Source: an optimization exercise on an open RTL-to-GDS flow (aim: small area). Production flows keep margins and buffers that such runs may drop. Where RTL was checked, it was by simulation tests only, not by an equivalence proof against the original.

== run 1 ==
Design mulNbit, start of the top module:
module mulNbit(a, b, clk, cin, rst, sum, cout);
	parameter N = 32;
	input [N-1:0] a, b;
	input cin, clk, rst;
	output reg [N-1:0] sum;
	output reg cout;
  ...
==> flow/config.mk <==
export PLATFORM = sky130hd
export DESIGN_NAME = mulNbit
export DESIGN_NICKNAME = mulNbit
export VERILOG_FILES = /design/flow/design.v
export SDC_FILE = /design/flow/constraint.sdc
export NUM_CORES = 4
export LEC_CHECK = 0
export CAP_MARGIN = 10
export CORE_MARGIN = 2
export CORE_UTILIZATION = 60
export CTS_BUF_LIST = sky130_fd_sc_hd__clkbuf_4 sky130_fd_sc_hd__clkbuf_8
export GPL_TIMING_DRIVEN = 0
export PLACE_DENSITY = 0.8
export SETUP_SLACK_MARGIN = 0.05
export SLEW_MARGIN = 10
export SYNTH_HIERARCHICAL = 1
export SYNTH_MINIMUM_KEEP_SIZE = 0
==> flow/constraint.sdc <==
create_clock -name core_clock -period 8.5 [get_ports {clk}]
set_input_delay 1.7000 -clock core_clock [delete_from_list [all_inputs] [get_ports {clk}]]
set_output_delay 1.7000 -clock core_clock [all_outputs]
set_load 0.01 [all_outputs]
standard.sh (not shown) runs the stock make flow with config.mk's settings and CLKGATE_MAP_FILE= SYNTH_SCRIPT=/design/flow/synth_recipe.tcl, a recipe that flattens the netlist after the stock synthesis.
==> flow/flow/run.sh <==
#!/bin/bash
# The standard layout (standard.sh) with two changes:
#  - after the standard synthesis, every combinational cell is set to the
#    smallest drive strength of its family (flow/downsize.py); the resizer
#    in placement, CTS and routing upsizes what timing needs;
#  - the port buffers are the smallest buffer cell;
#  - after global routing, non-critical cells are downsized (RECOVER_POWER).
set -euo pipefail
ARGS=(BUFFER_PORTS_ARGS="-buffer_cell sky130_fd_sc_hd__buf_1" RECOVER_POWER=100)
R=orfs/results/sky130hd/mulNbit/base
bash standard.sh "${ARGS[@]}" synth > synth.log 2>&1
cp $R/1_2_yosys.v 1_2_yosys.standard.v
python3 flow/downsize.py "$FLOW_HOME/platforms/sky130hd/lib/sky130_fd_sc_hd__tt_025C_1v80.lib" $R/1_2_yosys.v > downsize.log 2>&1
rm -f $R/1_synth.odb $R/1_synth.sdc
bash standard.sh "${ARGS[@]}" finish > standard.log 2>&1
Other scripts of this flow, unchanged in this note and not shown: flow/flow/downsize.py
Run 1: flow completed, timing, DRC and antenna clean
Setup changes, run 1 to run 2
- CORE_UTILIZATION: 60 -> 70
diff --git a/flow/flow/run.sh b/flow/flow/run.sh
--- a/flow/flow/run.sh
+++ b/flow/flow/run.sh
@@ -4,8 +4,7 @@
 #    smallest drive strength of its family (flow/downsize.py); the resizer
 #    in placement, CTS and routing upsizes what timing needs;
-#  - the port buffers are the smallest buffer cell;
-#  - after global routing, non-critical cells are downsized (RECOVER_POWER).
+#  - the port buffers are the smallest buffer cell.
 set -euo pipefail
-ARGS=(BUFFER_PORTS_ARGS="-buffer_cell sky130_fd_sc_hd__buf_1" RECOVER_POWER=100)
+ARGS=(BUFFER_PORTS_ARGS="-buffer_cell sky130_fd_sc_hd__buf_1")
 R=orfs/results/sky130hd/mulNbit/base
 bash standard.sh "${ARGS[@]}" synth > synth.log 2>&1
## What came out
Layout overhead on the synthesized area (higher): run 2
Relative to run 1, the met1 wire length measured on run 2 has increased slightly.
Sort run 2 and run 1 by met1 layer usage reported by global route, ascending, and run 1 comes first.
Compared with run 1, run 2 degrades final routed wirelength across all metal layers.
Modified inputs, run 3 compared to run 2
- CTS_CLUSTER_SIZE: unset -> 40
- CTS_CLUSTER_DIAMETER: unset -> 300
- CORE_UTILIZATION: 70 -> 60
## What came out
- Against run 2, run 3 reports a required arrival time at the worst endpoint that is lower.
- Run 3 vs run 2: layout cell share with drive strength beyond 1 down
- The run with more routed wire is run 2, not run 3.
- Run 2 → run 3: area used by multi-input combinational logic level, area added between synthesis and finish moved down, number of logic stages on the critical path including buffering moved up, global-route usage moved down.
- Run 2 → run 3: overall die area now sits higher, quantity of gates resized following cts now sits higher, tap cell count now sits higher.
Input-level comparison between run 4 and run 3:
- clearing CTS_CLUSTER_SIZE, which used to be 40
- swapping 60 for 50 in CORE_UTILIZATION
- clearing CTS_CLUSTER_DIAMETER, which used to be 300
### Flow results
- Number of gates given a new drive strength after cts | run 4 below run 3
- Per the comparison of run 4 with run 3, area growth from synthesis to final layout +1.3 points, final design area excluding fillers climbed 1.2%.
### run 4 -> run 5
- CTS_BUF_LIST now sky130_fd_sc_hd__clkbuf_8, was sky130_fd_sc_hd__clkbuf_4 sky130_fd_sc_hd__clkbuf_8
- CTS_CLUSTER_SIZE now 20, previously not set
- CORE_UTILIZATION now 60, was 50
==> comparison <==
Run 5 reached the final stage; the timing, DRC and antenna checks on its layout passed.
Run 5 -> run 4: flip-flop and latch share of the layout cell area flat
Run 5: clock transition at the registers of the reported paths 0.02 ns below run 4
Looking at cell count across run 4 and run 5, the one that comes out lower is run 5.
In the metrics for run 4 and run 5, the one carrying the lower wire length is run 5.
Function was not checked in any run of this note: the RTL went through the layout flow alone.

========
Setup of run R:
Another version of the RTL of mulNbit (not shown whole).
Size: ~1100 cells after synthesis, roughly 100 I/O pins.
==> flow/config.mk <==
export PLATFORM = sky130hd
export DESIGN_NAME = mulNbit
export DESIGN_NICKNAME = mulNbit
export VERILOG_FILES = /design/flow/design.v
export SDC_FILE = /design/flow/constraint.sdc
export NUM_CORES = 4
export LEC_CHECK = 0
export CAP_MARGIN = 20
export CORE_MARGIN = 2
export CORE_UTILIZATION = 60
export CTS_BUF_LIST = sky130_fd_sc_hd__clkbuf_4 sky130_fd_sc_hd__clkbuf_8
export GPL_TIMING_DRIVEN = 0
export SLEW_MARGIN = 20
export SYNTH_HIERARCHICAL = 1
export SYNTH_MINIMUM_KEEP_SIZE = 0
==> flow/constraint.sdc <==
create_clock -name core_clock -period 8.5 [get_ports {clk}]
set_input_delay 1.7000 -clock core_clock [delete_from_list [all_inputs] [get_ports {clk}]]
set_output_delay 1.7000 -clock core_clock [all_outputs]
set_load 0.01 [all_outputs]
==> flow/flow/run.sh <==
#!/bin/bash
# The standard layout (standard.sh) with two changes:
#  - after the standard synthesis, every combinational cell is set to the
#    smallest drive strength of its family (flow/downsize.py); the resizer
#    in placement, CTS and routing upsizes what timing needs;
#  - the port buffers are the smallest buffer cell.
set -euo pipefail
ARGS=(BUFFER_PORTS_ARGS="-buffer_cell sky130_fd_sc_hd__buf_1")
R=orfs/results/sky130hd/mulNbit/base
bash standard.sh "${ARGS[@]}" synth > synth.log 2>&1
cp $R/1_2_yosys.v 1_2_yosys.standard.v
python3 flow/downsize.py "$FLOW_HOME/platforms/sky130hd/lib/sky130_fd_sc_hd__tt_025C_1v80.lib" $R/1_2_yosys.v > downsize.log 2>&1
rm -f $R/1_synth.odb $R/1_synth.sdc
bash standard.sh "${ARGS[@]}" finish > standard.log 2>&1
Other scripts of this flow, unchanged in this note and not shown: flow/flow/downsize.py
Edits applied to the flow inputs when going from run R to run M:
Settings: changing SLEW_MARGIN from 20 to 10; changing CAP_MARGIN from 20 to 10.
Results
Run M closes out successfully: all stages finished, all timing, DRC and antenna checks passed.
Summary of run M over run R: first-pass GRT wire length about even, design area now sits at about the same level, non-clock buffer count now sits lower.
Run R → run M: count of cells resized by post-cts repair now sits higher.
Going from run R to run M, the total length of routed met2 wires was found to have gone up by 51 microns.
Run R ended up with a21oi_2 as its cell with the largest stage delay on the worst path; run M ended up with clkinv_1.
Period utilization was higher in the run labelled run M.
NOTE cell count after placement run R->run M decreased slightly

========
Another version of the RTL of mulNbit (not shown whole).
For scale: about 100 I/O pins, about 11000 sq um of cells after synthesis.
==> flow/design.v (excerpt) <==
module mulNbit(a, b, clk, cin, rst, sum, cout);
	parameter N = 32;
	input [N-1:0] a, b;
	input cin, clk, rst;
	output reg [N-1:0] sum;
	output reg cout;
  ...
==> flow/config.mk <==
export PLATFORM = sky130hd
export DESIGN_NAME = mulNbit
export DESIGN_NICKNAME = mulNbit
export VERILOG_FILES = /design/flow/design.v
export SDC_FILE = /design/flow/constraint.sdc
export NUM_CORES = 4
export LEC_CHECK = 0
export CAP_MARGIN = 10
export CORE_MARGIN = 2
export CORE_UTILIZATION = 60
export CTS_BUF_LIST = sky130_fd_sc_hd__clkbuf_4 sky130_fd_sc_hd__clkbuf_8
export GPL_TIMING_DRIVEN = 0
export PLACE_DENSITY = 0.75
export SLEW_MARGIN = 10
export SYNTH_HIERARCHICAL = 1
export SYNTH_MINIMUM_KEEP_SIZE = 0
==> flow/constraint.sdc <==
create_clock -name core_clock -period 8.5 [get_ports {clk}]
set_input_delay 1.7000 -clock core_clock [delete_from_list [all_inputs] [get_ports {clk}]]
set_output_delay 1.7000 -clock core_clock [all_outputs]
set_load 0.01 [all_outputs]
==> flow/flow/downsize.py <==
#!/usr/bin/env python3
"""Set every combinational cell of the synthesized netlist to the smallest
drive strength of its family (same function, same pins); the placement and
routing steps' resizer then upsizes whatever timing needs.
usage: downsize.py LIB NETLIST  (rewrites NETLIST in place)"""
import re
import sys
import collections

lib = open(sys.argv[1]).read()
cells = {}
for m in re.finditer(r'\n\s*cell\s*\(\s*"?(\w+)"?\s*\)\s*\{', lib):
    name = m.group(1)
    start = m.end()
    nxt = lib.find('\n    cell (', start)
    body = lib[start:nxt if nxt > 0 else len(lib)]
    am = re.search(r'area\s*:\s*([\d.]+)', body)
    pins = tuple(sorted(re.findall(r'pin\s*\(\s*"?(\w+)"?\s*\)', body)))
    ff = 'ff (' in body or 'ff(' in body or 'latch' in body
    cells[name] = (float(am.group(1)) if am else 0.0, pins, ff)
fam = collections.defaultdict(list)
for name, (area, pins, ff) in cells.items():
    m = re.match(r'(sky130_fd_sc_hd__\w+?)_(\d+)$', name)
    if m:
        fam[(m.group(1), pins)].append((area, int(m.group(2)), name))
best = {}
for (base, pins), lst in fam.items():
    lst.sort()
    for area, n, name in lst:
        best[name] = lst[0][2]
net = open(sys.argv[2]).read()
count = collections.Counter()


def rep(m):
    name = m.group(1)
    if name not in cells or cells[name][2]:
        return m.group(0)
    if name.startswith(('sky130_fd_sc_hd__clkbuf', 'sky130_fd_sc_hd__conb')):
        return m.group(0)
    b = best.get(name, name)
    if cells[b][0] >= cells[name][0]:
        b = name
    if b != name:
        count[(name, b)] += 1
    return m.group(0).replace(name, b, 1)


net = re.sub(r'^\s*(sky130_fd_sc_hd__\w+)\s', rep, net, flags=re.M)
open(sys.argv[2], 'w').write(net)
for (a, b), n in sorted(count.items()):
    print('%4d %s -> %s' % (n, a, b))
Scripts as last shown in full above: flow/flow/run.sh
Change:
CORE_UTILIZATION = 50   (was 60)
SETUP_SLACK_MARGIN = 0.05   (was not set)
The new run completed without violations.
Flip-flop and latch count is unchanged.
Worst hold slack is worse by 0.15 ns.
Cell count goes up by 3.7%.
Routed wire length goes up by 0.61%.
Final area goes up by 0.74%.
Count of clock-buffer cells in the layout goes down by 3.
Change:
CORE_UTILIZATION = 60   (was 50)
PLACE_DENSITY = 0.9   (was 0.75)
SETUP_SLACK_MARGIN = not set   (was 0.05)
Result: The changed run completed with no timing, DRC or antenna violations; cell area goes down slightly; setup slack degrades by 0.023 ns; final cell count fell by a few percent; wire length went up slightly; first-iteration DRC count increases by a quarter to a third; synthesized cell count stays the same; count of clock-buffer cells in the layout does not change.
Change:
PLACE_DENSITY = 0.75   (was 0.9)
SETUP_SLACK_MARGIN = 0.05   (was not set)
What happened: First-iteration DRC count came out lower by about a fifth; synthesized area is unchanged; synthesized cell count does not change; setup slack gets better by 0.056 ns.

## port drivers added, routing unchanged
In the flow no input, the clock included, has a driving cell. The finished layouts below were timed again as built, in two steps. Step 1, drivers: a clkbuf_16 drives clk and a buf_2 each remaining input, both assumed. Step 2 also shifts input and output timing later by t, the mid clock arrival at the registers, as if the neighbouring blocks saw the same clock. a / b / c = no drivers / after step 1 / after step 2; a / b = the first two.
run	shift t [ns]	slack for setup (ns)	hold WS [ns]	worst setup path after step 2
run 1	0.361	0.312 / 0.319 / -0.042	2.061 / 2.044 / 2.105	input to register
run 2	0.374	0.268 / 0.283 / -0.091	1.969 / 1.950 / 2.102	input to register
run 3	0.361	0.312 / 0.319 / -0.042	2.061 / 2.044 / 2.105	input to register
run 4	0.372	0.285 / 0.304 / -0.068	2.070 / 2.049 / 2.111	input to register
run 5	0.353	0.299 / 0.305 / -0.048	2.069 / 2.052 / 2.105	input to register
run R	0.362	0.208 / 0.229 / -0.133	1.829 / 1.808 / 2.101	input to register
run M	0.362	0.181 / 0.188 / -0.174	1.833 / 1.813 / 2.098	input to register
the first run of note 3	0.331	0.207 / 0.222 / -0.109	2.253 / 2.237 / 2.101	input to register
the second run of note 3	0.363	0.224 / 0.241 / -0.122	2.107 / 2.086 / 2.103	input to register
the third run of note 3	0.373	0.201 / 0.211 / -0.162	2.112 / 2.112 / 2.109	input to register
the fourth run of note 3	0.334	0.257 / 0.274 / -0.059	2.265 / 2.248 / 2.101	input to register
Met with ideal ports but missed after step 2: setup timing in every run listed. For the third run of note 3, which loses most, drivers alone change the setup slack by +0.010 ns; drivers and shift together by -0.363 ns.
